Background: an optimization exercise with open tools, aiming at small area, a short achievable clock period and few clock cycles. Do not read the settings as production practice.
Only simulation tests tie the RTL to the original design; equivalence was not proved.

## ALU
module ALU(
    input clock,
    input reset,
    input start,
    input [63:0] inA,
    input [63:0] inB,
    input [ 4:0] opr,
    output signed [63:0] outAB,
    output done
);
Size: ~220 flip-flops, about 200 I/O pins, about 0.039 mm² of cells after synthesis.
Settings: LEC_CHECK=0, ABC_AREA=1, CAP_MARGIN=20, CORE_MARGIN=2, CORE_UTILIZATION=45, PLACE_DENSITY=0.6, SLEW_MARGIN=20, SYNTH_HIERARCHICAL=1, SYNTH_MINIMUM_KEEP_SIZE=0; clock period 17.0 ns.
standard.sh (not shown) runs the stock make flow with config.mk's settings and CLKGATE_MAP_FILE= SYNTH_SCRIPT=/design/flow/synth_recipe.tcl, a recipe that flattens the netlist after the stock synthesis.
==> flow/flow/run.sh <==
#!/bin/bash
# The standard layout (standard.sh) with three layout settings changed; the clock period
# and the constraints stay the design's own:
#  - the setup repair aims for extra slack, so that repair_timing sizes and buffers the
#    design's real critical paths;
#  - the resizer may swap a cell for one of another footprint (a stronger drive);
#  - every input and output port still gets its own buffer, a sky130_fd_sc_hd__buf_4.
# make's full output goes to flow_make.log here.
set -euo pipefail
export SETUP_SLACK_MARGIN=12
sed 's#"\${@:-finish}"#MATCH_CELL_FOOTPRINT=0 "BUFFER_PORTS_ARGS=-buffer_cell sky130_fd_sc_hd__buf_4" "${@:-finish}"#' standard.sh > flow_std.sh
grep -q MATCH_CELL_FOOTPRINT=0 flow_std.sh
bash flow_std.sh > flow_make.log 2>&1
Testbench counts at the start, summed over its fixed seeds: cycles 85,665.
Change:
--- a/flow/flow/run.sh
+++ b/flow/flow/run.sh
@@ -9,3 +9,3 @@
 set -euo pipefail
-export SETUP_SLACK_MARGIN=12
+export SETUP_SLACK_MARGIN=12.6
 sed 's#"\${@:-finish}"#MATCH_CELL_FOOTPRINT=0 "BUFFER_PORTS_ARGS=-buffer_cell sky130_fd_sc_hd__buf_4" "${@:-finish}"#' standard.sh > flow_std.sh
SYNTH_HIERARCHICAL = unset   (was 1)
SYNTH_MINIMUM_KEEP_SIZE = unset   (was 0)
The new run completed with no timing, DRC or antenna violations.
Area after synthesis is lower by 3.3%.
Die area decreases by about 3.2%.
Via count went up by 1.8%.
Non-clock buffer count went up by 282.
Routed wire length rises by about 2.7%.
Setup slack is better by 210 ps.
Critical path depth drops by 1.
Change:
--- a/flow/flow/run.sh
+++ b/flow/flow/run.sh
@@ -9,3 +9,3 @@
 set -euo pipefail
-export SETUP_SLACK_MARGIN=12.6
+export SETUP_SLACK_MARGIN=12
 sed 's#"\${@:-finish}"#MATCH_CELL_FOOTPRINT=0 "BUFFER_PORTS_ARGS=-buffer_cell sky130_fd_sc_hd__buf_4" "${@:-finish}"#' standard.sh > flow_std.sh
CORE_UTILIZATION = 50   (was 45)
PLACE_DENSITY = 0.65   (was 0.6)
SYNTH_HIERARCHICAL = 1   (was unset)
SYNTH_MINIMUM_KEEP_SIZE = 0   (was unset)
The changed run produced a clean layout.
Wire length goes down by about 6%.
Area after synthesis goes up by 3.4%.
Worst setup slack gets worse by 180 ps.
Via count hardly moves.
Critical path depth goes down by 8.
First-iteration DRC count goes down by about 2.4%.
Clock-buffer cell count goes down by 5.
Hold slack gets worse by 26 ps.
Design area goes down by 11%.
Change:
CORE_UTILIZATION = 45   (was 50)
PLACE_DENSITY = 0.7   (was 0.65)
SYNTH_HIERARCHICAL = unset   (was 1)
SYNTH_MINIMUM_KEEP_SIZE = unset   (was 0)
The new run finished clean.
Hold slack is worse by 5.6 ps.
Setup slack gets worse by 160 ps.
Global-route usage came out lower by 3.5 points.
Wire length stays flat.
Via count is lower by about 4%.
Die area went up by about 7%.
Sequential share of layout area hardly moves.
Change:
==> flow/flow/run.sh (replaced) <==
#!/bin/bash
# The standard layout (standard.sh) with two repair settings changed; the clock period and
# the constraints stay the design's own:
#  - the setup repair aims for extra slack, so that repair_timing sizes and buffers the
#    design's real critical paths;
#  - the resizer may swap a cell for one of another footprint (a stronger drive).
# make's full output goes to flow_make.log here.
set -euo pipefail
export SETUP_SLACK_MARGIN=12
sed 's#"\${@:-finish}"#MATCH_CELL_FOOTPRINT=0 "${@:-finish}"#' standard.sh > flow_std.sh
grep -q MATCH_CELL_FOOTPRINT=0 flow_std.sh
bash flow_std.sh > flow_make.log 2>&1
PLACE_DENSITY = 0.6   (was 0.7)
The new run completed without violations.
Hold slack gets better by 7.7 ps.
Routed wire length came out higher by 1.4%.
Die area stays the same.
Register-to-register slack loses 50 ps.
Sequential cell count stays the same.
Synthesized cell count is unchanged.
Global-route usage rose by 0.88 points.
Setup slack gains 94 ps.
Final area increases by 2.6%.
Change:
==> flow/run.sh (new file) <==
#!/bin/bash
# synth_recipe.tcl (not shown) runs the flow's synth.tcl, then flattens the netlist and writes it again
# the make line also repeats each setting of config.mk as NAME=value (left out here)
make -C /OpenROAD-flow-scripts/flow DESIGN_CONFIG=/design/flow/config.mk WORK_HOME=/design/flow/orfs CLKGATE_MAP_FILE= SYNTH_SCRIPT=/design/flow/synth_recipe.tcl finish
removed: flow/flow/run.sh
removed: flow/standard.sh
Outcome: Synthesized cell count stays the same. Worst hold slack hardly moves. Via count went down by 1.2%. Worst setup slack gets worse by 1000 ps.

========
job 101:
Starting RTL as in the previous note.
export LEC_CHECK = 0
export ABC_AREA = 1
export CAP_MARGIN = 20
export CORE_MARGIN = 2
export CORE_UTILIZATION = 45
export PLACE_DENSITY = 0.6
export SLEW_MARGIN = 20
create_clock -name core_clock -period 17.0 [get_ports {clock}]
==> flow/flow/run.sh <==
#!/bin/bash
# The standard layout (standard.sh) with three layout settings changed; the clock period
# and the constraints stay the design's own:
#  - the setup repair aims for extra slack, so that repair_timing sizes and buffers the
#    design's real critical paths;
#  - the resizer may swap a cell for one of another footprint (a stronger drive);
#  - every input and output port still gets its own buffer, a sky130_fd_sc_hd__buf_4.
# make's full output goes to flow_make.log here.
set -euo pipefail
export SETUP_SLACK_MARGIN=12
sed 's#"\${@:-finish}"#MATCH_CELL_FOOTPRINT=0 "BUFFER_PORTS_ARGS=-buffer_cell sky130_fd_sc_hd__buf_4" "${@:-finish}"#' standard.sh > flow_std.sh
grep -q MATCH_CELL_FOOTPRINT=0 flow_std.sh
bash flow_std.sh > flow_make.log 2>&1
Testbench counts of job 101, summed over its fixed seeds: cycles 85,665.
#### Input delta (job 102 over job 101)
==> flow/flow/run.sh <==
#!/bin/bash
# The standard layout (standard.sh), with the setup repair asked to leave extra slack so
# that repair_timing sizes and buffers the design's real critical paths (the clock period and
# the constraints stay the design's own). make's full output goes to flow_make.log here.
set -euo pipefail
export SETUP_SLACK_MARGIN=11.5
bash standard.sh > flow_make.log 2>&1
==> comparison <==
Compared with job 101, job 102 has less setup slack. Comparing job 102 and job 101, the lower total number of cells along the worst setup path is on job 102. The wire length in job 102 sits 1200 µm above the value recorded for job 101. Comparing job 102 and job 101, the higher largest stage delay on the critical path is on job 101. Synthesis-to-layout area growth was lower in job 102 than in job 101. Combined flip-flop and latch cell area: job 102 < job 101. Relative to job 101, the final critical delay including setup and external delays of job 102 is higher by 0.58 ns. Job 101 vs job 102, critical path's slowest cell: o21ai_0 vs dfxtp_1.
### job 102 -> job 103
# job 102
export LEC_CHECK = 0
export ABC_AREA = 1
export CAP_MARGIN = 20
export CORE_MARGIN = 2
export CORE_UTILIZATION = 45
export PLACE_DENSITY = 0.6
export SLEW_MARGIN = 20
create_clock -name core_clock -period 17.0 [get_ports {clock}]
# job 103
export LEC_CHECK = 0
export ABC_AREA = 1
export CAP_MARGIN = 20
export CORE_MARGIN = 2
export CORE_UTILIZATION = 50
export PLACE_DENSITY = 0.65
export SLEW_MARGIN = 20
create_clock -name core_clock -period 17.0 [get_ports {clock}]
==> flow/flow/run.sh <==
#!/bin/bash
# The standard layout (standard.sh) with three layout settings changed; the clock period
# and the constraints stay the design's own:
#  - the setup repair aims for extra slack, so that repair_timing sizes and buffers the
#    design's real critical paths;
#  - the resizer may swap a cell for one of another footprint (a stronger drive);
#  - every input and output port still gets its own buffer, a sky130_fd_sc_hd__buf_4.
# make's full output goes to flow_make.log here.
set -euo pipefail
export SETUP_SLACK_MARGIN=12
sed 's#"\${@:-finish}"#MATCH_CELL_FOOTPRINT=0 "BUFFER_PORTS_ARGS=-buffer_cell sky130_fd_sc_hd__buf_4" "${@:-finish}"#' standard.sh > flow_std.sh
grep -q MATCH_CELL_FOOTPRINT=0 flow_std.sh
bash flow_std.sh > flow_make.log 2>&1
## What came out
- NOTE placeable core region job 102->job 103 decreased by more than 10%
- Compared to job 102, job 103 has starting utilization of the core area 5.4 points higher.
- Hold slack delta (job 103 − job 102): unfavourable
- Diff job 102 -> job 103 | wire length | down by a few percent
- Comparing job 103 and job 102, critical path depth is higher on job 103.
--- input diff job 103..job 104 ---
-- flow/flow/run.sh --
<<< job 103, line 8
# make's full output goes to flow_make.log here.
set -euo pipefail
export SETUP_SLACK_MARGIN=12
sed 's#"\${@:-finish}"#MATCH_CELL_FOOTPRINT=0 "BUFFER_PORTS_ARGS=-buffer_cell sky130_fd_sc_hd__buf_4" "${@:-finish}"#' standard.sh > flow_std.sh
grep -q MATCH_CELL_FOOTPRINT=0 flow_std.sh
>>> job 104, line 8
# make's full output goes to flow_make.log here.
set -euo pipefail
export SETUP_SLACK_MARGIN=11.8
sed 's#"\${@:-finish}"#MATCH_CELL_FOOTPRINT=0 "BUFFER_PORTS_ARGS=-buffer_cell sky130_fd_sc_hd__buf_4" "${@:-finish}"#' standard.sh > flow_std.sh
grep -q MATCH_CELL_FOOTPRINT=0 flow_std.sh
[summary]
Job 104 against job 103: number of cells on the critical path increased 4, wire length increased 1.1%, first-pass GRT wire length increased about 1%.
Job 104: non-clock buffer count lower than job 103
Job 103 leaves more setup margin than job 104.
Job 104 -> job 103: placement-stage cell area flat
In terms of via count, job 103 and job 104 differ only marginally.
Relative to job 103, the final cell area reported for job 104 is lower.
In job 104, aggregate global-route resource usage is higher than in job 103.

-- separate check: timing with driven ports --
In the flow no input, the clock included, has a driving cell. The finished layouts below were timed again as built, in two steps. Step 1 assumes that a clkbuf_16 drives the clock port and a buf_2 every other input. Step 2 also shifts input and output timing later by t, the mid clock arrival at the registers, as if the neighbouring blocks saw the same clock. Slacks: no drivers / after step 1 / after step 2; pairs: no drivers / after step 1.
| run | t, ns | setup WS [ns] | latest minus earliest clock arrival (ns) | worst slew at a driven data input, ns | pins driven straight from the clock port |
|---|---|---|---|---|---|
| the first run of note 1 | 0.667 | 11.886 / 11.859 / 11.335 | 0.040 / 0.040 | 0.10 | 1 |
| the second run of note 1 | 0.677 | 12.101 / 12.101 / 11.672 | 0.015 / 0.015 | 0.07 | 1 |
| the third run of note 1 | 0.660 | 11.925 / 11.855 / 11.312 | 0.043 / 0.044 | 0.10 | 1 |
| the fourth run of note 1 | 0.687 | 11.763 / 11.803 / 11.116 | 0.016 / 0.016 | 0.07 | 1 |
| the fifth run of note 1 | 0.676 | 11.857 / 11.893 / 11.216 | 0.041 / 0.041 | 0.07 | 1 |
| the sixth run of note 1 | 0.684 | 10.855 / 10.855 / 10.220 | 0.025 / 0.025 | 0.07 | 1 |
| job 101 | 0.679 | 11.996 / 12.017 / 11.338 | 0.025 / 0.026 | 0.06 | 1 |
| job 102 | 0.681 | 11.417 / 11.349 / 10.837 | 0.023 / 0.023 | 0.06 | 1 |
| job 103 | 0.680 | 11.909 / 11.858 / 11.264 | 0.024 / 0.025 | 0.05 | 1 |
| job 104 | 0.680 | 11.849 / 11.837 / 11.213 | 0.022 / 0.022 | 0.05 | 1 |
After both steps every run listed still meets setup and hold. For job 101, which loses most, drivers alone change the setup slack by +0.021 ns; drivers and shift together by -0.658 ns.
